This design comes from an exercise in tuning for small area, a short achievable clock period and few clock cycles per item on the open sky130 flow, not from production work.
At most, simulation tests tie the RTL to the original design; equivalence was not proved.
No functional check of the RTL was part of run 1.

==> flow/design.v <==
`default_nettype none
module chacha20(input wire clock,
                input wire reset,
                input wire start,
                input  wire [255:0] key,
                input  wire [63:0] index,
                input  wire [63:0] nonce,
                output reg done,
                output wire [511:0] out);
    function automatic [31:0] LE32(input [31:0] a);
        LE32 = {a[7:0], a[15:8], a[23:16], a[31:24]};
    endfunction
    function automatic [31:0] ROTL(input [31:0] w, input integer n);
        ROTL = (w << n) | (w >> (32 - n));
    endfunction
function automatic [31:0] ADD(input [31:0] a, input [31:0] b);
    reg [31:0] p, g, pp, gg, c;
    begin
    p = a ^ b; g = a & b; pp = p; gg = g;
    gg[31] = gg[31] | (pp[31] & gg[30]); pp[31] = pp[31] & pp[30];
    gg[29] = gg[29] | (pp[29] & gg[28]); pp[29] = pp[29] & pp[28];
    gg[27] = gg[27] | (pp[27] & gg[26]); pp[27] = pp[27] & pp[26];
    gg[25] = gg[25] | (pp[25] & gg[24]); pp[25] = pp[25] & pp[24];
    gg[23] = gg[23] | (pp[23] & gg[22]); pp[23] = pp[23] & pp[22];
    gg[21] = gg[21] | (pp[21] & gg[20]); pp[21] = pp[21] & pp[20];
    gg[19] = gg[19] | (pp[19] & gg[18]); pp[19] = pp[19] & pp[18];
    gg[17] = gg[17] | (pp[17] & gg[16]); pp[17] = pp[17] & pp[16];
    gg[15] = gg[15] | (pp[15] & gg[14]); pp[15] = pp[15] & pp[14];
    gg[13] = gg[13] | (pp[13] & gg[12]); pp[13] = pp[13] & pp[12];
    gg[11] = gg[11] | (pp[11] & gg[10]); pp[11] = pp[11] & pp[10];
    gg[9] = gg[9] | (pp[9] & gg[8]); pp[9] = pp[9] & pp[8];
    gg[7] = gg[7] | (pp[7] & gg[6]); pp[7] = pp[7] & pp[6];
    gg[5] = gg[5] | (pp[5] & gg[4]); pp[5] = pp[5] & pp[4];
    gg[3] = gg[3] | (pp[3] & gg[2]); pp[3] = pp[3] & pp[2];
    gg[1] = gg[1] | (pp[1] & gg[0]); pp[1] = pp[1] & pp[0];
    gg[31] = gg[31] | (pp[31] & gg[29]); pp[31] = pp[31] & pp[29];
    gg[30] = gg[30] | (pp[30] & gg[29]); pp[30] = pp[30] & pp[29];
    gg[27] = gg[27] | (pp[27] & gg[25]); pp[27] = pp[27] & pp[25];
    gg[26] = gg[26] | (pp[26] & gg[25]); pp[26] = pp[26] & pp[25];
    gg[23] = gg[23] | (pp[23] & gg[21]); pp[23] = pp[23] & pp[21];
    gg[22] = gg[22] | (pp[22] & gg[21]); pp[22] = pp[22] & pp[21];
    gg[19] = gg[19] | (pp[19] & gg[17]); pp[19] = pp[19] & pp[17];
    gg[18] = gg[18] | (pp[18] & gg[17]); pp[18] = pp[18] & pp[17];
    gg[15] = gg[15] | (pp[15] & gg[13]); pp[15] = pp[15] & pp[13];
    gg[14] = gg[14] | (pp[14] & gg[13]); pp[14] = pp[14] & pp[13];
    gg[11] = gg[11] | (pp[11] & gg[9]); pp[11] = pp[11] & pp[9];
    gg[10] = gg[10] | (pp[10] & gg[9]); pp[10] = pp[10] & pp[9];
    gg[7] = gg[7] | (pp[7] & gg[5]); pp[7] = pp[7] & pp[5];
    gg[6] = gg[6] | (pp[6] & gg[5]); pp[6] = pp[6] & pp[5];
    gg[3] = gg[3] | (pp[3] & gg[1]); pp[3] = pp[3] & pp[1];
    gg[2] = gg[2] | (pp[2] & gg[1]); pp[2] = pp[2] & pp[1];
    gg[31] = gg[31] | (pp[31] & gg[27]); pp[31] = pp[31] & pp[27];
    gg[30] = gg[30] | (pp[30] & gg[27]); pp[30] = pp[30] & pp[27];
    gg[29] = gg[29] | (pp[29] & gg[27]); pp[29] = pp[29] & pp[27];
    gg[28] = gg[28] | (pp[28] & gg[27]); pp[28] = pp[28] & pp[27];
    gg[23] = gg[23] | (pp[23] & gg[19]); pp[23] = pp[23] & pp[19];
    gg[22] = gg[22] | (pp[22] & gg[19]); pp[22] = pp[22] & pp[19];
    gg[21] = gg[21] | (pp[21] & gg[19]); pp[21] = pp[21] & pp[19];
    gg[20] = gg[20] | (pp[20] & gg[19]); pp[20] = pp[20] & pp[19];
    gg[15] = gg[15] | (pp[15] & gg[11]); pp[15] = pp[15] & pp[11];
    gg[14] = gg[14] | (pp[14] & gg[11]); pp[14] = pp[14] & pp[11];
    gg[13] = gg[13] | (pp[13] & gg[11]); pp[13] = pp[13] & pp[11];
    gg[12] = gg[12] | (pp[12] & gg[11]); pp[12] = pp[12] & pp[11];
    gg[7] = gg[7] | (pp[7] & gg[3]); pp[7] = pp[7] & pp[3];
    gg[6] = gg[6] | (pp[6] & gg[3]); pp[6] = pp[6] & pp[3];
    gg[5] = gg[5] | (pp[5] & gg[3]); pp[5] = pp[5] & pp[3];
    gg[4] = gg[4] | (pp[4] & gg[3]); pp[4] = pp[4] & pp[3];
    gg[31] = gg[31] | (pp[31] & gg[23]); pp[31] = pp[31] & pp[23];
    gg[30] = gg[30] | (pp[30] & gg[23]); pp[30] = pp[30] & pp[23];
    gg[29] = gg[29] | (pp[29] & gg[23]); pp[29] = pp[29] & pp[23];
    gg[28] = gg[28] | (pp[28] & gg[23]); pp[28] = pp[28] & pp[23];
    gg[27] = gg[27] | (pp[27] & gg[23]); pp[27] = pp[27] & pp[23];
    gg[26] = gg[26] | (pp[26] & gg[23]); pp[26] = pp[26] & pp[23];
    gg[25] = gg[25] | (pp[25] & gg[23]); pp[25] = pp[25] & pp[23];
    gg[24] = gg[24] | (pp[24] & gg[23]); pp[24] = pp[24] & pp[23];
    gg[15] = gg[15] | (pp[15] & gg[7]); pp[15] = pp[15] & pp[7];
    gg[14] = gg[14] | (pp[14] & gg[7]); pp[14] = pp[14] & pp[7];
    gg[13] = gg[13] | (pp[13] & gg[7]); pp[13] = pp[13] & pp[7];
    gg[12] = gg[12] | (pp[12] & gg[7]); pp[12] = pp[12] & pp[7];
    gg[11] = gg[11] | (pp[11] & gg[7]); pp[11] = pp[11] & pp[7];
    gg[10] = gg[10] | (pp[10] & gg[7]); pp[10] = pp[10] & pp[7];
    gg[9] = gg[9] | (pp[9] & gg[7]); pp[9] = pp[9] & pp[7];
    gg[8] = gg[8] | (pp[8] & gg[7]); pp[8] = pp[8] & pp[7];
    gg[31] = gg[31] | (pp[31] & gg[15]); pp[31] = pp[31] & pp[15];
    gg[30] = gg[30] | (pp[30] & gg[15]); pp[30] = pp[30] & pp[15];
    gg[29] = gg[29] | (pp[29] & gg[15]); pp[29] = pp[29] & pp[15];
    gg[28] = gg[28] | (pp[28] & gg[15]); pp[28] = pp[28] & pp[15];
    gg[27] = gg[27] | (pp[27] & gg[15]); pp[27] = pp[27] & pp[15];
    gg[26] = gg[26] | (pp[26] & gg[15]); pp[26] = pp[26] & pp[15];
    gg[25] = gg[25] | (pp[25] & gg[15]); pp[25] = pp[25] & pp[15];
    gg[24] = gg[24] | (pp[24] & gg[15]); pp[24] = pp[24] & pp[15];
    gg[23] = gg[23] | (pp[23] & gg[15]); pp[23] = pp[23] & pp[15];
    gg[22] = gg[22] | (pp[22] & gg[15]); pp[22] = pp[22] & pp[15];
    gg[21] = gg[21] | (pp[21] & gg[15]); pp[21] = pp[21] & pp[15];
    gg[20] = gg[20] | (pp[20] & gg[15]); pp[20] = pp[20] & pp[15];
    gg[19] = gg[19] | (pp[19] & gg[15]); pp[19] = pp[19] & pp[15];
    gg[18] = gg[18] | (pp[18] & gg[15]); pp[18] = pp[18] & pp[15];
    gg[17] = gg[17] | (pp[17] & gg[15]); pp[17] = pp[17] & pp[15];
    gg[16] = gg[16] | (pp[16] & gg[15]); pp[16] = pp[16] & pp[15];
    c = {gg[30:0], 1'b0};
    ADD = p ^ c;
    end
endfunction
    localparam CONST = 128'h657870616e642033322d62797465206b;
    wire [511:0] init = {CONST, key, LE32(index[31:0]), LE32(index[63:32]), nonce};
    reg [4:0] i;
    reg [31:0] x [0:15];
    wire [31:0] xi [0:15];
    wire [31:0] xn [0:15];
    genvar j;
    generate for (j = 0; j < 16; j = j + 1) begin: g_init
        assign xi[j] = LE32(init[511 - 32*j -: 32]);
    end endgenerate
    generate for (j = 0; j < 4; j = j + 1) begin: g_qr
        wire [31:0] a1 = ADD(x[j], x[4+j]);
        wire [31:0] d1 = ROTL(x[12+j] ^ a1, 16);
        wire [31:0] c1 = ADD(x[8+j], d1);
        wire [31:0] b1 = ROTL(x[4+j] ^ c1, 12);
        wire [31:0] a2 = ADD(a1, b1);
        wire [31:0] d2 = ROTL(d1 ^ a2, 8);
        wire [31:0] c2 = ADD(c1, d2);
        wire [31:0] b2 = ROTL(b1 ^ c2, 7);
        assign xn[     ((4 - j) % 4)] = a2;
        assign xn[4 +  ((5 - j) % 4)] = b2;
        assign xn[8 +  ((6 - j) % 4)] = c2;
        assign xn[12 + ((7 - j) % 4)] = d2;
    end endgenerate
    integer k;
    always @(posedge clock) begin
        for (k = 0; k < 16; k = k + 1)
            x[k] <= start ? xi[k] : (i == 20) ? x[k] + xi[k] : xn[k];
        if (i != 21) i <= i + 1;
        if (start) i <= 0;
        done <= (i == 20) && !start;
        if (reset) begin
            i <= 21;
            done <= 0;
        end
    end
    generate for (j = 0; j < 16; j = j + 1) begin: g_out
        assign out[511 - 32*j -: 32] = LE32(x[j]);
    end endgenerate
endmodule
==> flow/run.sh <==
#!/bin/bash
# synth_recipe.tcl (not shown) runs the flow's synth.tcl, then flattens the netlist and writes it again
# the make line also repeats each setting of config.mk as NAME=value (left out here)
make -C /OpenROAD-flow-scripts/flow DESIGN_CONFIG=/design/flow/config.mk WORK_HOME=/design/flow/orfs CLKGATE_MAP_FILE= SYNTH_SCRIPT=/design/flow/synth_recipe.tcl finish
==> flow/config.mk <==
export PLATFORM = sky130hd
export DESIGN_NAME = chacha20
export DESIGN_NICKNAME = chacha20
export VERILOG_FILES = /design/flow/design.v
export SDC_FILE = /design/flow/constraint.sdc
export NUM_CORES = 8
export LEC_CHECK = 0
export CAP_MARGIN = 30
export CORE_MARGIN = 2
export CORE_UTILIZATION = 35
export SETUP_SLACK_MARGIN = 0.5
export SLEW_MARGIN = 20
==> flow/constraint.sdc <==
create_clock -name core_clock -period 14.0 [get_ports {clock}]
set_input_delay 2.8000 -clock core_clock [delete_from_list [all_inputs] [get_ports {clock}]]
set_output_delay 2.8000 -clock core_clock [all_outputs]
set_load 0.01 [all_outputs]
==> results of run 1 <==
[per-stage QoR]
stage	setup TNS, ns	cell area (sq um)
6_report	0	78700
2_1_floorplan	0	62100
3_3_place_gp	-0.253	75400
5_1_grt	0	78700
3_5_place_dp	-0.144	75500
4_1_cts	0	78200
[cell families (layout without fill, tap and decap cells)]
| group | Yosys count | after routing | synth area share |
|---|---|---|---|
| compound gates | 2458 | 2458 | 0.253 |
| xor+xnor | 1288 | 1288 | 0.186 |
| fa+ha+maj | 951 | 951 | 0.203 |
| buf+inv | 579 | 1710 | 0.0354 |
| flops | 518 | 518 | 0.167 |
| mux | 48 | 48 | 0.00814 |
| other cells | 0 | 33 | 0 |
| simple gates | 2010 | 2010 | 0.149 |
[registers in the layout (all words and copies together) (netlist names)]
name,cells
done,1
i,5
x,512
[what timing repair did]
action                     in CTS  in global routing
gates resized for setup        18                 47
hold endpoints to repair        0                  0
hold buffers                    0                  0
buffers inserted                1                 13
setup endpoints to repair      19                 92
pin swaps                       0                 16
[cells in the final DEF (no fill, tap or decap), types with 19 or more instances in the layout]
cell             Yosys  final
ha_1               859    859
o22ai_1             23     23
nand3_1            106    105
o211ai_1            98     98
a221o_1             21     21
o21bai_1            80     80
a22oi_1             33     33
and3_1              49     49
mux2_2              20     20
nor3_1             154    154
diode_2              0     33
xnor2_1            606    590
and4_1              21     21
clkdlybuf4s50_1      0    898
dfxtp_1            518    516
a211oi_1           147    141
nor4_1              20     19
a21oi_1            764    758
xor2_1             663    645
a31oi_1             58     58
fa_1                92     92
nor2b_1            102    102
nand2_1            610    608
or3_1               50     50
buf_4                0    300
a21o_1             288    288
a211o_1             21     21
o21ai_0            497    494
clkbuf_16            0     76
nand2b_1            98     98
and2_1              43     42
mux2i_1             28     28
nand4_1             41     41
a31o_2              19     19
o31ai_1             21     20
o21a_1             161    161
inv_1              365    364
nor2_1             652    650
[routing by layer]
layer  routed length (um)  GRT usage
met4                29900      0.271
met3                31500     0.0785
met5                  119          0
met1               164000      0.542
met2               175000      0.660
[path summary, 6_finish.rpt]
kind	from	to	slack [ns]	cells after the start
hold reg to reg	x[2][0]	x[2][0]	0.48	2
setup / recovery	x[5][0]	x[4][6]	0.83	51
setup reg to reg	x[5][0]	x[4][6]	0.83	51
hold / removal	x[2][0]	x[2][0]	0.48	2
[area by class of cell]
type / count / share of cell area
Multi-Input combinational cell: 6755 / 0.635
Timing Repair Buffer: 1210 / 0.145
Sequential cell: 518 / 0.132
Tap cell: 2340 / 0.0372
Clock buffer: 107 / 0.0278
Inverter: 366 / 0.0175
Clock inverter: 27 / 0.00497
Antenna cell: 33 / 0.00105
[worst max-delay path, delay by kind of cell (launching register included)]
kind                     cells  cell delay, ns
flip-flops                   1            0.52
AO/OA/AOI/OAI               23            5.68
buffers and inverters        5            0.77
adder cells (fa/ha/maj)      5            1.60
XOR/XNOR                     6            2.22
AND/OR/NAND/NOR             12            2.10
==> impl_metrics.tcl, run 1 <==
set metrics [dict create \
    status "timing/DRC/antenna clean" \
    slew_violations 0 \
    via_per_inst 5.93 \
    synth_edf_count 0 \
    grt_use_total 0.426 \
    syn_area_sq_mm 0.0621 \
    hold_ws_ns 0.479 \
    fin_worst_skew_ns 0.0468 \
    die_x_um 425 \
    core_area_sq_mm 0.176 \
    clock_path_buffers 3 \
    htree_levels 3 \
    netlist_instances 7852 \
    antenna_found_initial 75 \
    fin_crit_sh 0.941 \
    multi_input_area_sq_mm 0.0500 \
    hold_violations 0 \
    area_delta_synth_final_pct 26.7 \
    cp.required_ns 14.48 \
    initial_core_util 0.352 \
    cts_root_buf "clkbuf_16" \
    nFillCells 17859 \
    grt_pass1_wl_um 529000 \
    rows 154 \
    cts_tree "done" \
    synth_area_leaders "ha_1, dfxtp_1, xor2_1" \
    synth_most_common_cell "ha_1" \
    ioPinCount 900 \
    arrival_ns 13.65 \
    cpMaxStageDelayCell "dfxtp_1" \
    num_vias 67393 \
    avgSynthCellArea_sq_um 7.91 \
    synth_top_area_frac 0.173 \
    worst_pin_slew_ns 1.16 \
    synth_common_cells "ha_1, a21oi_1, xor2_1" \
    setup_viol 0 \
    routabilityCongestion 1.08 \
    drc 0 \
    max_freq_ghz 0.0759 \
    drtPass1Iterations 8 \
    fin_cells 11356 \
    synth_top_area_cell "ha_1" \
    cts.sinks 518 \
    clock_latency_ns 0.75 \
    max_stage_delay_ns 0.52 \
    regArea_sq_mm 0.0104 \
    ys_types 101 \
    async_flop_share 0 \
    min_path_type "reg -> reg" \
    slew_headroom 0.223 \
    fin_ws_ns 0.828 \
    yosysWarnings 2 \
    final_nets 10263 \
    rsz0062_at_grt "false" \
    worstPathMaxFanout 5 \
    synth_top_flop_cell "dfxtp_1" \
    syn_nets 9190 \
    drtIter0Drc 6978 \
    drive_gt1_frac 0.0665 \
    startpoint_type "register" \
    dp.cells 11168 \
    synth-seq-cells 518 \
    grt-ovfl-total 0 \
    postLayoutCoreUtil 0.447 \
    ys_seq_area_frac 0.167 \
    critPathCaptureType "register" \
    critPathKind "reg -> reg" \
    cts_inserted_buffers 74 \
    port_buffers 899 \
    routed_wl_um 401000 \
    detailedPlace.worstSlack_ns -0.144 \
    layout_min_cycle_time_ns 13.17 \
    die_y_um 425 \
    die-area_sq_mm 0.181 \
    grt_max_degree 156 \
    clk_pin_slew_worst_paths_ns 0.06 \
    maxCapViolCount 0 \
    hpwl_um 344000 \
    first_global_vias 62868 \
    wire_per_inst_um 35.3 \
    ant_nets 0 \
]
==> run 2, diff against run 1 <==
--- a/flow/design.v
+++ b/flow/design.v
@@ -1,17 +1,14 @@
 `default_nettype none
 module chacha20(input wire clock,
-                input wire reset,
+                input wire reset,  
                 input wire start,
                 input  wire [255:0] key,
-                input  wire [63:0] index,
+                input  wire [63:0] index,  
                 input  wire [63:0] nonce,
                 output reg done,
                 output wire [511:0] out);
     function automatic [31:0] LE32(input [31:0] a);
         LE32 = {a[7:0], a[15:8], a[23:16], a[31:24]};
-    endfunction
-    function automatic [31:0] ROTL(input [31:0] w, input integer n);
-        ROTL = (w << n) | (w >> (32 - n));
     endfunction
 function automatic [31:0] ADD(input [31:0] a, input [31:0] b);
     reg [31:0] p, g, pp, gg, c;
@@ -103,41 +100,58 @@
 endfunction
     localparam CONST = 128'h657870616e642033322d62797465206b;
     wire [511:0] init = {CONST, key, LE32(index[31:0]), LE32(index[63:32]), nonce};
-    reg [4:0] i;
-    reg [31:0] x [0:15];
+    reg [4:0] i;  
+    reg [31:0] y [0:15];  
     wire [31:0] xi [0:15];
-    wire [31:0] xn [0:15];
+    wire [31:0] h [0:15];
+    wire ld = start;
+    wire fa = i == 5'd19;
     genvar j;
     generate for (j = 0; j < 16; j = j + 1) begin: g_init
         assign xi[j] = LE32(init[511 - 32*j -: 32]);
     end endgenerate
-    generate for (j = 0; j < 4; j = j + 1) begin: g_qr
-        wire [31:0] a1 = ADD(x[j], x[4+j]);
-        wire [31:0] d1 = ROTL(x[12+j] ^ a1, 16);
-        wire [31:0] c1 = ADD(x[8+j], d1);
-        wire [31:0] b1 = ROTL(x[4+j] ^ c1, 12);
-        wire [31:0] a2 = ADD(a1, b1);
-        wire [31:0] d2 = ROTL(d1 ^ a2, 8);
-        wire [31:0] c2 = ADD(c1, d2);
-        wire [31:0] b2 = ROTL(b1 ^ c2, 7);
-        assign xn[     ((4 - j) % 4)] = a2;
-        assign xn[4 +  ((5 - j) % 4)] = b2;
-        assign xn[8 +  ((6 - j) % 4)] = c2;
-        assign xn[12 + ((7 - j) % 4)] = d2;
+    generate for (j = 0; j < 4; j = j + 1) begin: g_h2
+        wire [31:0] a2 = ADD(y[j], y[4+j]);
+        wire [31:0] t2 = y[12+j] ^ a2;
+        wire [31:0] d2 = {t2[23:0], t2[31:24]};
+        wire [31:0] c2 = ADD(y[8+j], d2);
+        wire [31:0] t3 = y[4+j] ^ c2;
+        wire [31:0] b2 = {t3[24:0], t3[31:25]};
+        assign h[     (4-j)%4] = a2;
+        assign h[4 +  (5-j)%4] = b2;
+        assign h[8 +  (6-j)%4] = c2;
+        assign h[12 + (7-j)%4] = d2;
     end endgenerate
-    integer k;
+    generate for (j = 0; j < 4; j = j + 1) begin: g_h1
+        wire [31:0] ai = ld ? xi[j]    : h[j];
+        wire [31:0] bi = ld ? xi[4+j]  : fa ? xi[j] : h[4+j];
+        wire [31:0] ci = ld ? xi[8+j]  : h[8+j];
+        wire [31:0] di = ld ? xi[12+j] : h[12+j];
+        wire [31:0] s1 = ADD(ai, bi);
+        wire [31:0] t0 = di ^ s1;
+        wire [31:0] d1 = {t0[15:0], t0[31:16]};
+        wire [31:0] s2 = ADD(ci, (fa ? xi[8+j] : d1));
+        wire [31:0] t1 = bi ^ s2;
+        wire [31:0] b1 = {t1[19:0], t1[31:20]};
+        wire [31:0] fb = h[4+j] + xi[4+j];
+        wire [31:0] fd = h[12+j] + xi[12+j];
+        always @(posedge clock) begin
+            y[j]    <= s1;
+            y[4+j]  <= fa ? fb : b1;
+            y[8+j]  <= s2;
+            y[12+j] <= fa ? fd : d1;
+        end
+    end endgenerate
     always @(posedge clock) begin
-        for (k = 0; k < 16; k = k + 1)
-            x[k] <= start ? xi[k] : (i == 20) ? x[k] + xi[k] : xn[k];
-        if (i != 21) i <= i + 1;
-        if (start) i <= 0;
-        done <= (i == 20) && !start;
+        if (i != 5'd20) i <= i + 5'd1;
+        if (start) i <= 5'd0;
+        done <= fa;
         if (reset) begin
-            i <= 21;
-            done <= 0;
+            i <= 5'd20;
+            done <= 1'b0;
         end
     end
     generate for (j = 0; j < 16; j = j + 1) begin: g_out
-        assign out[511 - 32*j -: 32] = LE32(x[j]);
+        assign out[511 - 32*j -: 32] = LE32(y[j]);
     end endgenerate
 endmodule
--- a/flow/config.mk
+++ b/flow/config.mk
@@ -5,6 +5,7 @@
 export SDC_FILE = /design/flow/constraint.sdc
 export NUM_CORES = 8
 export LEC_CHECK = 0
+export ABC_AREA = 1
 export CAP_MARGIN = 30
 export CORE_MARGIN = 2
 export CORE_UTILIZATION = 35
==> impl_metrics.tcl, run 2 <==
set metrics [dict create \
    layout_min_cycle_time_ns 12.58 \
    cts_hold_buf 0 \
    yosysWarnings 2 \
    worstPathMaxFanout 13 \
    wire_per_inst_um 34.6 \
    num_vias 73339 \
    maxCapViolCount 0 \
    initial_core_util 0.352 \
    htree_levels 3 \
    critPathCaptureType "register" \
    synth_area_leaders "dfxtp_1, nand2_1, ha_1" \
    slew_headroom 0.214 \
    netlist_instances 9387 \
    nFillCells 18073 \
    port_buffers 899 \
    setup_viol 0 \
    rsz0062_at_grt "false" \
    ys_types 69 \
    synth_xor_area_frac 0.0908 \
    grt_pass1_wl_um 569000 \
    syn_area_sq_mm 0.0603 \
    arrival_ns 13.15 \
    clock_path_buffers 3 \
    ys_seq_area_frac 0.172 \
    largestRegisters "y x512, i x5, done x1" \
    post_synth_fa_ha_maj_area_fraction 0.181 \
    synth_edf_count 0 \
    die_x_um 419 \
    clock_latency_ns 0.75 \
    ant_nets 0 \
    hold_start "i[1]" \
    reg2reg_to "y[5][3]" \
    drtPass1Iterations 8 \
    final_cell_mix "nand2_1, inv_1, clkdlybuf4s50_1, ha_1, a21oi_1" \
    cp.required_ns 14.57 \
    fin_crit_sh 0.899 \
    startpoint_type "register" \
    whs_path_depth 2 \
    max_stage_delay_ns 0.91 \
    clk_pin_slew_worst_paths_ns 0.06 \
    drc 0 \
    post_cts_buffers 0 \
    synth_common_cells "nand2_1, inv_1, ha_1" \
    syn_nets 10592 \
    grt_use_total 0.482 \
    holdPathEnd "i[1]" \
    synth-seq-cells 518 \
    synth_most_common_cell "nand2_1" \
    cts_inserted_buffers 78 \
    synth_top_area_cell "dfxtp_1" \
    hpwl_um 385000 \
    routed_wl_um 440000 \
    area_delta_synth_final_pct 24.7 \
    critPathKind "reg -> reg" \
    regArea_sq_mm 0.0104 \
    final_nets 11502 \
    die_y_um 419 \
    hold_violations 0 \
    cts_repair_resize_count 0 \
    first_global_vias 65638 \
    drtIter0Drc 10713 \
    timing.setup.tns_ns 0 \
    fin_worst_skew_ns 0.0515 \
    rrSetupSlack_ns 1.42 \
    async_flop_share 0 \
    cpMostUsedCell "nand2_1" \
    synth_top_family_by_area "simple AND/OR/NAND/NOR gates" \
    via_per_inst 5.77 \
    min_path_type "reg -> reg" \
    regMostFlops "y" \
    reg2reg_depth 58 \
    status "timing/DRC/antenna clean" \
    hold_ws_ns 0.521 \
    synth_simple_gate_area_frac 0.285 \
    largest_reg_flops 512 \
    antenna_found_initial 68 \
    cts.sinks 518 \
    routabilityCongestion 1.15 \
    cts_root_buf "clkbuf_16" \
    rows 152 \
    ioPinCount 900 \
    grt-ovfl-total 0 \
    synth_compound_area_frac 0.171 \
    rr_startpoint "y[4][0]" \
    core_area_sq_mm 0.171 \
    cpMaxStageDelayCell "xor2_1" \
    grt_max_degree 121 \
    multi_input_area_sq_mm 0.0442 \
    yosys-mux-area-fraction 0.00465 \
    avgSynthCellArea_sq_um 6.42 \
    layout_commonest_cell "nand2_1" \
    synth_top_flop_cell "dfxtp_1" \
    max_freq_ghz 0.0795 \
    worst_pin_slew_ns 1.17 \
    synth_top_area_frac 0.172 \
    die-area_sq_mm 0.176 \
    drive_gt1_frac 0.0480 \
    cts_tree "done" \
    slew_violations 0 \
]
[run 2: kinds of logic after synthesis]
| kind of cell | after synthesis |
|---|---|
| DFF | 518 |
| AOI/OAI and AO/OA | 1827 |
| xor gates and xnor gates | 598 |
| and+or+nand+nor | 4077 |
| adders and majority gates | 818 |
| buffers and inverters | 1521 |
| muxes | 28 |
[run 2: worst max-delay path: cells and delay by family, from the launching register on]
kind,cells,cell delay (ns)
buffers and inverters,7,0.94
DFF,1,0.43
AOI/OAI and AO/OA,6,1.35
xor gates and xnor gates,4,2.20
adders and majority gates,8,3.11
and+or+nand+nor,33,4.34
[run 2: layout make-up]
class                      count  area share
clock buffer                 102      0.0299
timing repair buffer        1002       0.130
antenna                       36     0.00120
sequential                   518       0.138
clock inverter                42     0.00696
inverter                    1349      0.0675
tap                         2310      0.0384
multi-input combinational   7348       0.588
[run 2: stage by stage]
stage | util | cells | setup slack (ns) | instance area (sq um)
after floorplan | - | 9387 | 4.88 | 60300
after global placement | 0.420 | 12487 | 1.64 | 72000
after detailed placement | 0.422 | 12513 | 1.92 | 72200
after CTS | 0.438 | 12657 | 1.88 | 75000
after global routing | 0.438 | 12677 | 1.04 | 75100
final | 0.439 | 12707 | 1.42 | 75200
[run 2: worst max-delay path by stage]
stage          slack (ns)  endpoint     start
4_1_cts              1.88  y[6][29]  y[7][26]
5_1_grt              1.04  y[5][29]   y[4][0]
6_report             1.42   y[5][3]   y[4][0]
2_1_floorplan        4.88  y[5][29]     start
3_3_place_gp         1.64  y[5][20]   y[4][0]
3_5_place_dp         1.92  y[6][29]  y[7][26]
[run 2: metal layers]
layer	routed length (um)	global-route usage	vias to the layer above
met5	150	0	-
met4	46100	0.433	22
met3	49000	0.122	1094
met2	175000	0.676	5054
met1	170000	0.603	34665
li1	-	-	32504
Testbench counts of run 2, summed over its fixed seeds: cycles 5,376, blocks 256.
==> run 3, diff against run 2 <==
--- a/flow/config.mk
+++ b/flow/config.mk
@@ -5,9 +5,8 @@
 export SDC_FILE = /design/flow/constraint.sdc
 export NUM_CORES = 8
 export LEC_CHECK = 0
-export ABC_AREA = 1
 export CAP_MARGIN = 30
 export CORE_MARGIN = 2
 export CORE_UTILIZATION = 35
-export SETUP_SLACK_MARGIN = 0.5
+export SETUP_SLACK_MARGIN = 2.5
 export SLEW_MARGIN = 20
==> impl_metrics.tcl, run 3 <==
set metrics [dict create \
    cpMaxStageDelayCell "fa_1" \
    max_freq_ghz 0.0874 \
    synth-seq-cells 518 \
    port_buffers 899 \
    yosysWarnings 2 \
    syn_nets 7858 \
    startpoint "y[5][0]" \
    maxCapViolCount 0 \
    async_flop_share 0 \
    synth_most_common_cell "ha_1" \
    regMostFlops "y" \
    slew_headroom 0.247 \
    grt_use_total 0.439 \
    ys_types 94 \
    via_per_inst 6.08 \
    die_x_um 399 \
    grt_max_degree 100 \
    ys_seq_area_frac 0.190 \
    area_delta_synth_final_pct 34.3 \
    worst_pin_slew_ns 1.12 \
    drive_gt1_frac 0.125 \
    ant_nets 0 \
    status "timing/DRC/antenna clean" \
    layout_min_cycle_time_ns 11.45 \
    drtIter0Drc 7746 \
    hpwl_um 319000 \
    antenna_found_initial 41 \
    layout_commonest_cell "clkdlybuf4s50_1" \
    largest_reg_flops 512 \
    hold_ws_ns 0.579 \
    rows 145 \
    hold_start "i[4]" \
    synth_edf_count 0 \
    netlist_instances 6653 \
    rsz0062_at_grt "true" \
    fin_ws_ns 2.55 \
    grt_pass1_wl_um 472000 \
    clock_path_buffers 3 \
    cts_root_buf "clkbuf_16" \
    die_y_um 399 \
    synth_top_flop_cell "dfxtp_1" \
    cts_inserted_buffers 72 \
    postLayoutCoreUtil 0.472 \
    final_cell_mix "clkdlybuf4s50_1, ha_1, nor2_1, xnor2_1, nand2_1" \
    synth_top_area_cell "dfxtp_1" \
    fin_crit_sh 0.818 \
    core_area_sq_mm 0.156 \
    slew_violations 0 \
    max_stage_delay_ns 0.92 \
    avgSynthCellArea_sq_um 8.22 \
    cpMostUsedCell "buf_4" \
    rr_startpoint "y[5][0]" \
    critPathCaptureType "register" \
    num_vias 60047 \
    routed_wl_um 368000 \
    clk_pin_slew_worst_paths_ns 0.06 \
    die-area_sq_mm 0.159 \
    syn_area_sq_mm 0.0547 \
    cts_tree "done" \
    drtPass1Iterations 6 \
    critPathKind "reg -> reg" \
    routabilityCongestion 1.07 \
    largestRegisters "y x512, i x5, done x1" \
    setup_viol 0 \
    synth_top_area_frac 0.190 \
    cp.required_ns 14.55 \
    initial_core_util 0.351 \
    first_global_vias 55178 \
    synth_common_cells "ha_1, xnor2_1, nor2_1" \
    startpoint_type "register" \
    detailedPlace.worstSlack_ns 0.199 \
    clock_latency_ns 0.73 \
    htree_levels 3 \
    fin_worst_skew_ns 0.0403 \
    wire_per_inst_um 37.2 \
    timing.setup.tns_ns 0 \
    cts.sinks 518 \
    synth_area_leaders "dfxtp_1, ha_1, xnor2_1" \
    ioPinCount 900 \
    drc 0 \
    worstPathMaxFanout 5 \
    hold_violations 0 \
    final_nets 8962 \
    min_path_type "reg -> reg" \
    grt-ovfl-total 0 \
    arrival_ns 12.00 \
]
==> run 3: changes by cell type after synthesis, sizes merged, moves of 110 or more <==
cell / change
nand2b: +110
mux2i: +131
nand3: -531
a21oi: -214
nand2: -2056
xnor2: +377
o21ai: -301
a21o: +178
inv: -1068
==> run 3: worst paths after layout <==
check,endpoint,slack (ns),cells past startpoint
max,y[4][10],2.55,50
min,i[4],0.58,2
max reg2reg,y[4][10],2.55,50
min reg2reg,i[4],0.58,2
==> run 3: layout make-up <==
type                            count  area [sq um]
Sequential cell                   518         10400
Antenna cell                       16          40.0
Fill cell                       15258         82200
Timing Repair Buffer             1194         11300
Tap cell                         2058          2570
Clock buffer                       93          2000
Multi-Input combinational cell   5689         45600
Clock inverter                     34           472
Inverter                          282          1070
==> run 3: critical path, delay by kind of cell, from the launching register on <==
family / cells / cell delay (ns)
AO/OA/AOI/OAI: 25 / 4.96
AND/OR/NAND/NOR: 6 / 1.55
flip-flops: 1 / 0.35
adder cells (fa/ha/maj): 6 / 2.21
buffers and inverters: 6 / 0.83
XOR/XNOR: 7 / 1.35
==> run 3: cells by family after synthesis <==
logic type      synth area share
compound gates             0.214
xor+xnor                   0.182
fa+ha+maj                  0.199
buf+inv                   0.0306
flops                      0.190
mux                       0.0371
simple gates               0.148
==> run 3: metal layers <==
metal	global-route usage	routed length, um	up-vias	part of all wire
met5	0	154	-	0.00042
met4	0.340	35300	22	0.096
met3	0.116	41000	1050	0.11
met2	0.633	149000	4165	0.41
met1	0.554	142000	29042	0.39
li1	-	-	25768	-
==> run 3: timing repair <==
action | CTS | global route
pin swaps | 98 | 226
buffers inserted | 69 | 103
gates resized for setup | 256 | 288
hold endpoints to repair | 0 | 0
setup endpoints to repair | 213 | 138
hold buffers | 0 | 0
==> run 3: through the flow <==
step | cells | instance area, sq um
floorplan | 6653 | 54700
global placement | 9548 | 66500
detailed placement | 9561 | 66600
CTS | 9757 | 71100
global route | 9868 | 73400
finish | 9884 | 73500
==> run 4, diff against run 3 <==
--- a/flow/config.mk
+++ b/flow/config.mk
@@ -8,5 +8,5 @@
 export CAP_MARGIN = 30
 export CORE_MARGIN = 2
 export CORE_UTILIZATION = 35
-export SETUP_SLACK_MARGIN = 2.5
+export SETUP_SLACK_MARGIN = 4
 export SLEW_MARGIN = 20
==> impl_metrics.tcl, run 4 <==
set metrics [dict create \
    final_cell_mix "clkdlybuf4s50_1, ha_1, nand2_1, nor2_1, dfxtp_1" \
    die_y_um 399 \
    synth_top_family_by_area "compound AO/OA/AOI/OAI gates" \
    slew_violations 0 \
    clk_pin_slew_worst_paths_ns 0.06 \
    port_buffers 899 \
    max_freq_ghz 0.0845 \
    worstPathMaxFanout 4 \
    wire_per_inst_um 37.3 \
    die-area_sq_mm 0.159 \
    nFillCells 14737 \
    routabilityCongestion 1.08 \
    cts.sinks 518 \
    multi_input_area_sq_mm 0.0489 \
    grt_max_degree 171 \
    status "timing/DRC/antenna clean" \
    regMostFlops "y" \
    routed_wl_um 380000 \
    die_x_um 399 \
    synth_area_leaders "dfxtp_1, ha_1, xnor2_1" \
    fin_crit_sh 0.846 \
    rsz0062_at_grt "true" \
    synth_compound_area_frac 0.214 \
    synth_top_flop_cell "dfxtp_1" \
    rrSetupSlack_ns 2.16 \
    largestRegisters "y x512, i x5, done x1" \
    fin_ws_ns 2.16 \
    yosysWarnings 2 \
    critPathKind "reg -> reg" \
    syn_nets 7858 \
    num_vias 61764 \
    worst_pin_slew_ns 1.20 \
    avgSynthCellArea_sq_um 8.22 \
    synth_common_cells "ha_1, xnor2_1, nor2_1" \
    detailedPlace.worstSlack_ns 0.193 \
    maxCapViolCount 0 \
    syn_area_sq_mm 0.0547 \
    hpwl_um 322000 \
    hold_violations 0 \
    grt_pass1_wl_um 489000 \
    cp.required_ns 14.56 \
    setup_viol 0 \
    yosys-mux-area-fraction 0.0371 \
    clock_latency_ns 0.70 \
    htree_levels 3 \
    grt-ovfl-total 0 \
    timing.setup.tns_ns 0 \
    cpMaxStageDelayCell "fa_1" \
    cts_inserted_buffers 72 \
    startpoint_type "register" \
    final_nets 9238 \
    synth_top_area_cell "dfxtp_1" \
    drc 0 \
    critPathCaptureType "register" \
    cts_root_buf "clkbuf_16" \
    regArea_sq_mm 0.0104 \
    cts_tree "done" \
    synth_most_common_cell "ha_1" \
    ys_seq_area_frac 0.190 \
    slew_headroom 0.195 \
    via_per_inst 6.07 \
    synth_xor_area_frac 0.182 \
    synth-seq-cells 518 \
    area_delta_synth_final_pct 45.2 \
    dp.cells 9580 \
    synth_edf_count 0 \
    rows 145 \
    layout_min_cycle_time_ns 11.84 \
    dpl_cell_area_sq_mm 0.0674 \
    postLayoutCellArea_sq_mm 0.0794 \
    max_stage_delay_ns 0.82 \
    ioPinCount 900 \
    initial_core_util 0.351 \
    clock_path_buffers 3 \
    antenna_found_initial 55 \
    arrival_ns 12.40 \
    layout_commonest_cell "clkdlybuf4s50_1" \
    fin_cells 10176 \
    min_path_type "reg -> reg" \
    first_global_vias 57042 \
    drtIter0Drc 7607 \
    grt_use_total 0.454 \
    ant_nets 0 \
    synth_top_area_frac 0.190 \
    ys_types 94 \
    fin_worst_skew_ns 0.0309 \
    synth_simple_gate_area_frac 0.148 \
    drive_gt1_frac 0.209 \
    async_flop_share 0 \
    core_area_sq_mm 0.156 \
    drtPass1Iterations 8 \
    largest_reg_flops 512 \
    netlist_instances 6653 \
    post_synth_fa_ha_maj_area_fraction 0.199 \
]
## run 4: cells by family (layout without fill, tap and decap cells)
logic type / count (synthesis) / count (layout)
xor gates and xnor gates: 1093 / 1093
other: 0 / 26
DFF: 518 / 518
adders and majority gates: 818 / 818
AOI/OAI and AO/OA: 1803 / 1803
buffers and inverters: 446 / 1885
muxes: 198 / 198
and+or+nand+nor: 1777 / 1777
## run 4: final timing paths
kind,startpoint,endpoint,depth (start not counted)
hold reg to reg,i[4],i[4],2
setup reg to reg,y[5][9],y[4][11],41
setup / recovery,y[5][9],y[4][11],41
hold / removal,i[4],i[4],2
## run 4: layout make-up
cell class	instances	share of cell area
timing repair buffer	1470	0.174
tap	2058	0.0324
clock buffer	92	0.0254
clock inverter	41	0.00632
sequential	518	0.131
inverter	282	0.0135
multi-input combinational	5689	0.616
antenna	26	0.000819
## run 4: per-stage QoR
stage | utilization | hold slack (ns)
2_1_floorplan | - | 0.545
3_3_place_gp | 0.432 | 0.555
3_5_place_dp | 0.433 | 0.568
4_1_cts | 0.489 | 0.591
5_1_grt | 0.510 | 0.621
6_report | 0.510 | 0.592
## run 4: repair_timing
action / 4_1_cts / 5_1_grt
pin swaps: 386 / 413
endpoints found under the setup margin: 276 / 225
gates resized for setup: 783 / 379
buffers inserted: 273 / 156
hold buffers: 0 / 0
## run 4: critical path: cells and delay by family, from the launching register on
kind                     cells  cell delay [ns]
XOR/XNOR                     6             2.03
flip-flops                   1             0.48
AO/OA/AOI/OAI               24             5.63
AND/OR/NAND/NOR              4             1.01
buffers and inverters        2             0.33
adder cells (fa/ha/maj)      5             2.20
## run 4: per-layer routing
layer	global-route usage	vias up	part of all wire
li1	-	26308	-
met1	0.584	30096	0.39
met2	0.664	4246	0.41
met3	0.109	1080	0.11
met4	0.318	34	0.086
met5	0	-	0.00053
==> run 5, diff against run 4 <==
--- a/flow/config.mk
+++ b/flow/config.mk
@@ -8,5 +8,5 @@
 export CAP_MARGIN = 30
 export CORE_MARGIN = 2
 export CORE_UTILIZATION = 35
-export SETUP_SLACK_MARGIN = 4
+export SETUP_SLACK_MARGIN = 5
 export SLEW_MARGIN = 20
==> impl_metrics.tcl, run 5 <==
set metrics [dict create \
    status "timing/DRC/antenna clean" \
    hpwl_um 318000 \
    synth_top_flop_cell "dfxtp_1" \
    path_buf_inv 4 \
    worstPathMaxFanout 4 \
    synth_edf_count 0 \
    reg2reg_to "y[7][2]" \
    rows 145 \
    synth_xor_area_frac 0.182 \
    cpMaxStageDelayCell "xnor2_1" \
    met2_usage 0.651 \
    cts_tree "done" \
    cp.required_ns 14.53 \
    rrSetupSlack_ns 2.17 \
    async_flop_share 0 \
    max_stage_delay_ns 0.92 \
    core_area_sq_mm 0.156 \
    die_x_um 399 \
    drive_gt1_frac 0.220 \
    slew_violations 0 \
    reg2reg_depth 48 \
    arrival_ns 12.37 \
    netlist_instances 6653 \
    first_global_vias 58534 \
    synth_common_cells "ha_1, xnor2_1, nor2_1" \
    hold_ws_ns 0.580 \
    drtIter0Drc 8551 \
    post_synth_fa_ha_maj_area_fraction 0.199 \
    rr_startpoint "y[6][3]" \
    grt_max_degree 126 \
    drc 0 \
    final_nets 9320 \
    worst_pin_slew_ns 1.19 \
    fin_worst_skew_ns 0.0354 \
    wire_per_inst_um 37.1 \
    met3_usage 0.140 \
    final_cell_mix "clkdlybuf4s50_1, ha_1, nor2_1, nand2_1, dfxtp_1" \
    layout_min_cycle_time_ns 11.83 \
    htree_levels 3 \
    cts_root_buf "clkbuf_16" \
    largestRegisters "y x512, i x5, done x1" \
    postLayoutCellArea_sq_mm 0.0810 \
    max_freq_ghz 0.0845 \
    rsz0062_at_grt "true" \
    synth_compound_area_frac 0.214 \
    clock_latency_ns 0.71 \
    whs_path_depth 2 \
    synth_most_common_cell "ha_1" \
    num_vias 62747 \
    ant_nets 0 \
    port_buffers 899 \
    ioPinCount 900 \
    grt_use_total 0.452 \
    syn_nets 7858 \
    synth_top_family_by_area "compound AO/OA/AOI/OAI gates" \
    fin_crit_sh 0.845 \
    critPathCaptureType "register" \
    yosys-mux-area-fraction 0.0371 \
    synth_simple_gate_area_frac 0.148 \
    die-area_sq_mm 0.159 \
    largest_reg_flops 512 \
    postLayoutCoreUtil 0.520 \
    regMostFlops "y" \
    grt_pass1_wl_um 490000 \
    avgSynthCellArea_sq_um 8.22 \
    dpl_cell_area_sq_mm 0.0674 \
    synth_area_leaders "dfxtp_1, ha_1, xnor2_1" \
    holdPathEnd "i[0]" \
    critPathKind "reg -> reg" \
    synth_top_area_cell "dfxtp_1" \
    synth_top_area_frac 0.190 \
    syn_area_sq_mm 0.0547 \
    layout_commonest_cell "clkdlybuf4s50_1" \
    hold_start "i[0]" \
    yosysWarnings 2 \
    drtPass1Iterations 8 \
    min_path_type "reg -> reg" \
    via_per_inst 6.12 \
    die_y_um 399 \
    routed_wl_um 380000 \
    synth-seq-cells 518 \
    hold_violations 0 \
    routabilityCongestion 1.10 \
    slew_headroom 0.203 \
    grt-ovfl-total 0 \
    area_delta_synth_final_pct 48.1 \
    cts_inserted_buffers 74 \
    ys_types 94 \
    cp_top_family "compound AO/OA/AOI/OAI gates" \
    ys_seq_area_frac 0.190 \
    cts_hold_buf 0 \
    maxCapViolCount 0 \
    grt_util_met1 0.547 \
    initial_core_util 0.351 \
    cts.sinks 518 \
    setup_viol 0 \
    top_usage_layer "met2" \
    clock_path_buffers 3 \
    antenna_found_initial 36 \
    clk_pin_slew_worst_paths_ns 0.06 \
    startpoint_type "register" \
]
==> run 5: changes by cell type in the layout (fill, tap and decap cells not counted), sizes merged <==
cell / change
clkinv: -2
clkinvlp: -2
buf: +73
bufinv: -3
diode: -11
clkbuf: +15
inv: +1
==> run 5: cell families after synthesis <==
group	Yosys count
adders and majority gates	818
buffers and inverters	446
and+or+nand+nor	1777
AOI/OAI and AO/OA	1803
muxes	198
DFF	518
xor gates and xnor gates	1093
==> run 5: repair_timing <==
item | 4_1_cts | 5_1_grt
endpoints found under the setup margin | 374 | 284
buffers inserted | 350 | 189
pin swaps | 443 | 370
gates resized for setup | 851 | 446
==> run 5: final cells by class <==
| cell class | instances | area [sq um] |
|---|---|---|
| fillers | 14325 | 74700 |
| multi-input cells | 5689 | 49500 |
| flip-flops and latches | 518 | 10400 |
| repair buffers | 1550 | 14900 |
| clock buffers | 100 | 2050 |
| well taps | 2058 | 2570 |
| diodes | 15 | 37.5 |
| inverters | 282 | 1080 |
| clock inverters | 35 | 404 |
==> run 5: worst max path at each step <==
| stage | slack, ns | from | cells after the start | to |
|---|---|---|---|---|
| floorplan | 3.98 | y[1][5] | 48 | y[4][11] |
| global placement | -0.002 | y[6][0] | 52 | y[7][5] |
| detailed placement | 0.39 | y[6][0] | 52 | y[7][5] |
| CTS | 2.48 | y[5][0] | 52 | y[4][11] |
| global route | 1.98 | y[5][0] | 49 | y[4][11] |
| finish | 2.17 | y[6][3] | 48 | y[7][2] |
==> run 5: metal layers <==
metal	wire length, um	vias to the layer above
met3	47100	1341
met1	139000	30277
li1	-	26434
met2	153000	4671
met4	40400	24
met5	258	-
==> run 5: through the flow <==
step | std cells | setup slack (ns) | setup TNS, ns
floorplan | 6653 | 3.98 | 0
global placement | 9537 | -0.00241 | -0.00241
detailed placement | 9549 | 0.387 | 0
CTS | 10034 | 2.48 | 0
global route | 10232 | 1.98 | 0
finish | 10247 | 2.17 | 0
==> run 5: tightest hold or removal path: stages, from the launching register on <==
cell and delay [ns]:
dfxtp_1 0.34, xnor2_1 0.16, nor3_1 0.04
==> run 6, diff against run 5 <==
--- a/flow/config.mk
+++ b/flow/config.mk
@@ -8,5 +8,5 @@
 export CAP_MARGIN = 30
 export CORE_MARGIN = 2
 export CORE_UTILIZATION = 35
-export SETUP_SLACK_MARGIN = 5
+export SETUP_SLACK_MARGIN = 0.5
 export SLEW_MARGIN = 20
==> impl_metrics.tcl, run 6 <==
set metrics [dict create \
    hpwl_um 319000 \
    first_global_vias 54271 \
    cts_hold_buf 0 \
    setup_viol 0 \
    largestRegisters "y x512, i x5, done x1" \
    async_flop_share 0 \
    cp.required_ns 14.57 \
    ys_seq_area_frac 0.190 \
    grt-ovfl-total 0 \
    largest_reg_flops 512 \
    arrival_ns 13.60 \
    clock_latency_ns 0.73 \
    drtPass1Iterations 6 \
    syn_nets 7858 \
    drive_gt1_frac 0.0603 \
    wire_per_inst_um 37.6 \
    max_freq_ghz 0.0767 \
    ant_nets 0 \
    critPathCaptureType "register" \
    min_path_type "reg -> reg" \
    slew_violations 0 \
    cpMostUsedCell "a21oi_1" \
    fin_ws_ns 0.970 \
    cts_inserted_buffers 72 \
    ioPinCount 900 \
    hold_violations 0 \
    cts.sinks 518 \
    syn_area_sq_mm 0.0547 \
    grt_use_total 0.436 \
    synth_top_flop_cell "dfxtp_1" \
    synth_top_area_cell "dfxtp_1" \
    grt_max_degree 100 \
    layout_commonest_cell "clkdlybuf4s50_1" \
    cts_tree "done" \
    max_stage_delay_ns 0.55 \
    die-area_sq_mm 0.159 \
    slew_headroom 0.190 \
    synth_most_common_cell "ha_1" \
    fin_worst_skew_ns 0.0452 \
    ys_types 94 \
    rows 145 \
    area_delta_synth_final_pct 27.3 \
    synth-seq-cells 518 \
    grt_pass1_wl_um 469000 \
    cpMaxStageDelayCell "xnor2_1" \
    path_buf_inv 0 \
    clk_pin_slew_worst_paths_ns 0.06 \
    worstPathMaxFanout 5 \
    synth_area_leaders "dfxtp_1, ha_1, xnor2_1" \
    via_per_inst 6.08 \
    routabilityCongestion 1.07 \
    layout_min_cycle_time_ns 13.03 \
    avgSynthCellArea_sq_um 8.22 \
    critPathKind "reg -> reg" \
    synth_edf_count 0 \
    maxCapViolCount 0 \
    startpoint_type "register" \
    antenna_found_initial 27 \
    rsz0062_at_grt "true" \
    routed_wl_um 365000 \
    drc 0 \
    fin_crit_sh 0.931 \
    status "timing/DRC/antenna clean" \
    detailedPlace.worstSlack_ns 0.199 \
    drtIter0Drc 7829 \
    die_y_um 399 \
    yosysWarnings 2 \
    die_x_um 399 \
    final_nets 8795 \
    core_area_sq_mm 0.156 \
    synth_common_cells "ha_1, xnor2_1, nor2_1" \
    clock_path_buffers 3 \
    cp_top_family "compound AO/OA/AOI/OAI gates" \
    cts_root_buf "clkbuf_16" \
    final_cell_mix "clkdlybuf4s50_1, ha_1, nor2_1, xnor2_1, nand2_1" \
    synth_top_area_frac 0.190 \
    worst_pin_slew_ns 1.21 \
    htree_levels 3 \
    regMostFlops "y" \
    timing.setup.tns_ns 0 \
    netlist_instances 6653 \
    initial_core_util 0.351 \
    num_vias 59000 \
    port_buffers 899 \
]
[run 6: changes by cell type in the layout (fill, tap and decap cells not counted), sizes merged]
cell / previous run / this run
buf: 645 / 127
clkinvlp: 7 / 5
diode: 15 / 7
bufinv: 6 / 9
inv: 287 / 285
clkbuf: 107 / 95
[run 6: per-stage QoR]
stage / utilization / instance area (sq um) / instances / hold WS (ns)
5_1_grt: 0.447 / 69600 / 9701 / 0.610
3_5_place_dp: 0.428 / 66600 / 9561 / 0.568
3_3_place_gp: 0.427 / 66500 / 9548 / 0.558
4_1_cts: 0.444 / 69100 / 9688 / 0.586
6_report: 0.447 / 69600 / 9708 / 0.579
2_1_floorplan: - / 54700 / 6653 / 0.545
[run 6: final timing paths]
| path | from | endpoint | slack (ns) | cells after the start |
|---|---|---|---|---|
| max | y[4][5] | y[5][6] | 0.97 | 47 |
| min | i[4] | i[4] | 0.58 | 2 |
| max reg2reg | y[4][5] | y[5][6] | 0.97 | 47 |
| min reg2reg | i[4] | i[4] | 0.58 | 2 |
[run 6: logic make-up after synthesis]
kind of cell               Yosys count  synth area share
DFF                                518             0.190
and+or+nand+nor                   1777             0.148
muxes                              198            0.0371
buffers and inverters              446            0.0306
AOI/OAI and AO/OA                 1803             0.214
adders and majority gates          818             0.199
xor gates and xnor gates          1093             0.182
[run 6: repair_timing]
item                                    4_1_cts  5_1_grt
gates cloned                                  0        0
pin swaps                                     0        6
buffers inserted                              0        5
endpoints found under the setup margin        8       75
gates resized for setup                       7       60
[run 6: worst register-to-register path: cells and delay by family (launching register included)]
kind	cells	cell delay [ns]
AOI/OAI and AO/OA	28	7.05
xor gates and xnor gates	7	2.47
and+or+nand+nor	8	1.66
adders and majority gates	4	1.23
DFF	1	0.47
[run 6: layout make-up]
class / count / area [sq um]
antenna: 7 / 17.5
clock buffer: 93 / 2000
clock inverter: 34 / 472
fill: 15603 / 86100
inverter: 282 / 1070
multi-input combinational: 5689 / 43100
sequential: 518 / 10400
tap: 2058 / 2570
timing repair buffer: 1027 / 10000
[run 6: layer usage]
metal  wire length [um]  track usage
met5                126            0
met2             148000        0.631
met4              33600        0.330
met3              39800        0.110
met1             143000        0.555
==> run 7, diff against run 6 <==
==> flow/flow/run.sh (new file) <==
#!/bin/bash
# The standard layout, with the port buffers made from the smallest buffer cell.
set -euo pipefail
export BUFFER_PORTS_ARGS="-buffer_cell sky130_fd_sc_hd__buf_1"
bash standard.sh > standard_flow.log 2>&1
==> flow/standard.sh (new file) <==
#!/bin/bash
# synth_recipe.tcl (not shown) runs the flow's synth.tcl, then flattens the netlist and writes it again
# the make line also repeats each setting of config.mk as NAME=value (left out here)
make -C /OpenROAD-flow-scripts/flow DESIGN_CONFIG=/design/flow/config.mk WORK_HOME=/design/flow/orfs CLKGATE_MAP_FILE= SYNTH_SCRIPT=/design/flow/synth_recipe.tcl "${@:-finish}"
removed: flow/run.sh
==> impl_metrics.tcl, run 7 <==
set metrics [dict create \
    startpoint_type "register" \
    reg2reg_depth 49 \
    syn_nets 7858 \
    via_per_inst 6.11 \
    num_vias 59559 \
    cts_root_buf "clkbuf_16" \
    grt_max_degree 130 \
    final_nets 8820 \
    cp_num_cells 49 \
    status "timing/DRC/antenna clean" \
    cp_top_family "compound AO/OA/AOI/OAI gates" \
    hpwl_um 321000 \
    drtPass1Iterations 9 \
    cpMostUsedCell "a21o_1" \
    met2_usage 0.639 \
    antenna_found_initial 37 \
    synth_top_area_cell "dfxtp_1" \
    initial_core_util 0.351 \
    top_usage_layer "met2" \
    cts_tree "done" \
    cts_inserted_buffers 75 \
    area_delta_synth_final_pct 17.7 \
    min_path_type "reg -> reg" \
    path_buf_inv 0 \
    cp.required_ns 14.64 \
    holdPathEnd "i[4]" \
    syn_area_sq_mm 0.0547 \
    maxCapViolCount 0 \
    max_stage_delay_ns 0.66 \
    htree_levels 3 \
    fin_crit_sh 0.946 \
    rows 145 \
    hold_start "i[4]" \
    regMostFlops "y" \
    worstPathMaxFanout 5 \
    final_cell_mix "buf_1, ha_1, nor2_1, xnor2_1, nand2_1" \
    drive_gt1_frac 0.0649 \
    grt_use_total 0.442 \
    layout_min_cycle_time_ns 13.25 \
    whs_path_depth 2 \
    critPathKind "reg -> reg" \
    die_y_um 399 \
    met3_usage 0.130 \
    first_global_vias 54604 \
    synth_edf_count 0 \
    hold_violations 0 \
    slew_headroom 0.232 \
    worst_pin_slew_ns 1.14 \
    largest_reg_flops 512 \
    synth_common_cells "ha_1, xnor2_1, nor2_1" \
    synth_most_common_cell "ha_1" \
    synth_area_leaders "dfxtp_1, ha_1, xnor2_1" \
    async_flop_share 0 \
    ant_nets 0 \
    reg2reg_to "y[4][11]" \
    yosysWarnings 2 \
    grt_util_met1 0.554 \
    fin_worst_skew_ns 0.0329 \
    rrSetupSlack_ns 0.75 \
    synth_top_flop_cell "dfxtp_1" \
    routed_wl_um 369000 \
    ys_types 94 \
    port_buffers 899 \
    fin_cells 9750 \
    startpoint "y[5][17]" \
    critPathCaptureType "register" \
    grt-ovfl-total 0 \
    clock_path_buffers 3 \
    largestRegisters "y x512, i x5, done x1" \
    die_x_um 399 \
    cts.sinks 518 \
    layout_commonest_cell "buf_1" \
    grt_pass1_wl_um 474000 \
    routabilityCongestion 1.10 \
    core_area_sq_mm 0.156 \
    drtIter0Drc 7918 \
    arrival_ns 13.89 \
    ys_seq_area_frac 0.190 \
    max_freq_ghz 0.0755 \
    ioPinCount 900 \
    avgSynthCellArea_sq_um 8.22 \
    rr_startpoint "y[5][17]" \
    synth-seq-cells 518 \
    slew_violations 0 \
    clk_pin_slew_worst_paths_ns 0.06 \
    drc 0 \
    synth_top_area_frac 0.190 \
    clock_latency_ns 0.72 \
    dp.cells 9585 \
    wire_per_inst_um 37.8 \
    rsz0062_at_grt "true" \
    cpMaxStageDelayCell "dfxtp_1" \
    setup_viol 0 \
    die-area_sq_mm 0.159 \
    netlist_instances 6653 \
]
## run 7: cell counts after synthesis
Identical to the previous run, type by type.
## run 7: worst min-delay path: cells and delay by family (launching register included)
kind,cells,cell delay (ns)
compound gates,1,0.10
xor+xnor,1,0.12
flops,1,0.33
## run 7: layout make-up
cell class	count	area, sq um
clock inverters	29	383
fillers	16250	91300
diodes	21	52.6
repair buffers	1049	4580
multi-input cells	5689	43100
clock buffers	104	2230
inverters	282	1070
well taps	2058	2570
flip-flops and latches	518	10400
## run 7: logic make-up after synthesis
family                     Yosys count  synth area share
AOI/OAI and AO/OA                 1803             0.214
and+or+nand+nor                   1777             0.148
xor gates and xnor gates          1093             0.182
adders and majority gates          818             0.199
DFF                                518             0.190
buffers and inverters              446            0.0306
muxes                              198            0.0371
## run 7: through the flow
step                      setup TNS [ns]  utilization  hold WS [ns]  area, sq um  worst slack (ns)
after floorplan                        0            -         0.545        54700              2.76
after global placement             -1.15        0.391         0.564        60900            -0.327
after detailed placement          -0.910        0.393         0.564        61200            -0.301
after CTS                              0        0.411         0.583        64000             0.518
after global routing                   0        0.413         0.604        64300             0.469
final                                  0        0.413         0.582        64400             0.750
## run 7: repair_timing
action,in CTS,in global routing
hold buffers,0,0
pin swaps,1,11
setup endpoints to repair,31,74
buffers inserted,1,6
gates resized for setup,19,48
hold endpoints to repair,0,0
## run 7: worst max-delay path by stage
stage,endpoint,slack [ns]
3_3_place_gp,y[4][11],-0.33
6_report,y[4][11],0.75
4_1_cts,y[4][11],0.52
2_1_floorplan,y[7][11],2.76
5_1_grt,y[7][11],0.47
3_5_place_dp,y[4][11],-0.30
## run 7: metal layers
| metal | share of wire | vias up |
|---|---|---|
| met3 | 0.12 | 1003 |
| li1 | - | 25500 |
| met5 | 0.00086 | - |
| met2 | 0.41 | 4094 |
| met4 | 0.090 | 26 |
| met1 | 0.39 | 28936 |
==> run 8, diff against run 7 <==
--- a/flow/config.mk
+++ b/flow/config.mk
@@ -8,5 +8,5 @@
 export CAP_MARGIN = 30
 export CORE_MARGIN = 2
 export CORE_UTILIZATION = 35
-export SETUP_SLACK_MARGIN = 0.5
+export SETUP_SLACK_MARGIN = 3
 export SLEW_MARGIN = 20
==> impl_metrics.tcl, run 8 <==
set metrics [dict create \
    status "timing/DRC/antenna clean" \
    ys_types 94 \
    syn_area_sq_mm 0.0547 \
    antenna_found_initial 42 \
    routabilityCongestion 1.09 \
    final_nets 9062 \
    reg2reg_to "y[4][10]" \
    maxCapViolCount 0 \
    startpoint "y[5][5]" \
    synth_top_flop_cell "dfxtp_1" \
    clock_latency_ns 0.71 \
    rr_startpoint "y[5][5]" \
    synth_top_area_frac 0.190 \
    hold_violations 0 \
    critPathKind "reg -> reg" \
    cpMostUsedCell "a31oi_4" \
    regMostFlops "y" \
    layout_min_cycle_time_ns 11.45 \
    netlist_instances 6653 \
    yosysWarnings 2 \
    clk_pin_slew_worst_paths_ns 0.06 \
    slew_headroom 0.226 \
    routed_wl_um 381000 \
    fin_worst_skew_ns 0.0459 \
    wire_per_inst_um 38.1 \
    clock_path_buffers 3 \
    drtIter0Drc 7876 \
    nFillCells 15763 \
    synth_top_area_cell "dfxtp_1" \
    largest_reg_flops 512 \
    worst_pin_slew_ns 1.15 \
    num_vias 60951 \
    ioPinCount 900 \
    slew_violations 0 \
    grt-ovfl-total 0 \
    final_cell_mix "buf_1, ha_1, nor2_1, nand2_1, xnor2_1" \
    hpwl_um 329000 \
    dpl_cell_area_sq_mm 0.0611 \
    fin_crit_sh 0.818 \
    rrSetupSlack_ns 2.55 \
    worstPathMaxFanout 5 \
    cts_tree "done" \
    async_flop_share 0 \
    critPathCaptureType "register" \
    fin_cells 9994 \
    ys_seq_area_frac 0.190 \
    cp-endpoint "y[4][10]" \
    dp.cells 9574 \
    rows 145 \
    max_stage_delay_ns 0.58 \
    htree_levels 3 \
    synth_area_leaders "dfxtp_1, ha_1, xnor2_1" \
    synth_common_cells "ha_1, xnor2_1, nor2_1" \
    syn_nets 7858 \
    postLayoutCoreUtil 0.449 \
    grt_max_degree 114 \
    grt_use_total 0.455 \
    cpMaxStageDelayCell "or4_4" \
    arrival_ns 12.02 \
    first_global_vias 56097 \
    initial_core_util 0.351 \
    drive_gt1_frac 0.156 \
    die_x_um 399 \
    min_path_type "reg -> reg" \
    avgSynthCellArea_sq_um 8.22 \
    cts_inserted_buffers 73 \
    port_buffers 899 \
    cts.sinks 518 \
    synth_most_common_cell "ha_1" \
    grt_pass1_wl_um 487000 \
    via_per_inst 6.10 \
    rsz0062_at_grt "true" \
    startpoint_type "register" \
    synth_edf_count 0 \
    drtPass1Iterations 8 \
    setup_viol 0 \
    die-area_sq_mm 0.159 \
    hold_ws_ns 0.588 \
    die_y_um 399 \
    reg2reg_depth 50 \
    max_freq_ghz 0.0874 \
    drc 0 \
    postLayoutCellArea_sq_mm 0.0699 \
    core_area_sq_mm 0.156 \
    largestRegisters "y x512, i x5, done x1" \
    ant_nets 0 \
    layout_commonest_cell "buf_1" \
    synth-seq-cells 518 \
    cp.required_ns 14.57 \
    cts_root_buf "clkbuf_16" \
    area_delta_synth_final_pct 27.8 \
]
-- run 8: logic make-up after synthesis --
family	after synthesis	share of synthesized area
AO/OA/AOI/OAI	1803	0.214
XOR/XNOR	1093	0.182
adder cells (fa/ha/maj)	818	0.199
buffers and inverters	446	0.0306
flip-flops	518	0.190
multiplexers	198	0.0371
AND/OR/NAND/NOR	1777	0.148
-- run 8: worst max-delay path: cells and delay by family (launching register included) --
| kind | cells | cell delay, ns |
|---|---|---|
| XOR/XNOR | 8 | 1.62 |
| AO/OA/AOI/OAI | 30 | 6.30 |
| flip-flops | 1 | 0.37 |
| buffers and inverters | 3 | 0.48 |
| AND/OR/NAND/NOR | 4 | 0.84 |
| adder cells (fa/ha/maj) | 5 | 1.69 |
-- run 8: metrics by stage --
step           setup slack [ns]  TNS, ns
3_3_place_gp             -0.207   -0.417
5_1_grt                    2.30        0
2_1_floorplan              3.04        0
6_report                   2.55        0
3_5_place_dp              0.265        0
4_1_cts                    2.91        0
-- run 8: area by class of cell --
class / instances / area (sq um) / area share
sequential: 518 / 10400 / 0.149
clock inverter: 24 / 430 / 0.00616
inverter: 282 / 1070 / 0.0153
timing repair buffer: 1293 / 6500 / 0.0930
antenna: 27 / 67.6 / 0.000967
clock buffer: 103 / 2090 / 0.0299
tap: 2058 / 2570 / 0.0368
multi-input combinational: 5689 / 46700 / 0.669
-- run 8: worst min path at each step --
stage / endpoint / depth (start not counted) / start / slack, ns
6_report: i[3] / 2 / i[3] / 0.59
5_1_grt: i[4] / 2 / i[4] / 0.64
4_1_cts: i[0] / 2 / i[0] / 0.60
3_5_place_dp: i[0] / 2 / i[0] / 0.58
3_3_place_gp: i[4] / 2 / i[4] / 0.57
2_1_floorplan: i[4] / 2 / i[4] / 0.55
-- run 8: what timing repair did --
item	CTS	global route
setup buffers	140	115
hold buffers	0	0
setup endpoints to repair	225	156
pin swaps	218	298
gates resized for setup	417	371
-- run 8: layer usage --
layer	wire, um	vias up	track usage
met5	143	-	0
met4	32500	22	0.321
met3	43300	1004	0.128
met2	156000	4125	0.656
met1	150000	29840	0.581
li1	-	25960	-

==> static timing again, ports no longer ideal <==
In the flow no input, the clock included, has a driving cell. The finished layouts below were timed again as built, in two steps.
Step 1 (the two cells are an assumption about what drives the block):
set clk [get_ports {clock}]
set_driving_cell -lib_cell sky130_fd_sc_hd__clkbuf_16 $clk
set_driving_cell -lib_cell sky130_fd_sc_hd__buf_2 [delete_from_list [all_inputs] $clk]
Step 2 moves the port delays by t, midway between the first and last clock arrival at a register: inputs arrive t later, outputs are due t later. That takes back most of the time a late clock gives input paths.
Slacks: ideal / step 1 / step 2; pairs: ideal / step 1.
run | t, ns | slack for setup (ns) | pins driven straight from the clock port
run 1 | 0.820 | 0.828 / 0.828 / 0.828 | 1
run 2 | 0.819 | 1.420 / 1.420 / 1.420 | 1
run 3 | 0.793 | 2.552 / 2.552 / 2.552 | 1
run 4 | 0.776 | 2.160 / 2.160 / 2.160 | 1
run 5 | 0.780 | 2.167 / 2.167 / 2.167 | 1
run 6 | 0.796 | 0.970 / 0.970 / 0.970 | 1
run 7 | 0.792 | 0.750 / 0.750 / 0.750 | 1
run 8 | 0.786 | 2.554 / 2.554 / 2.554 | 1
After both steps setup and hold are still met in every run listed.
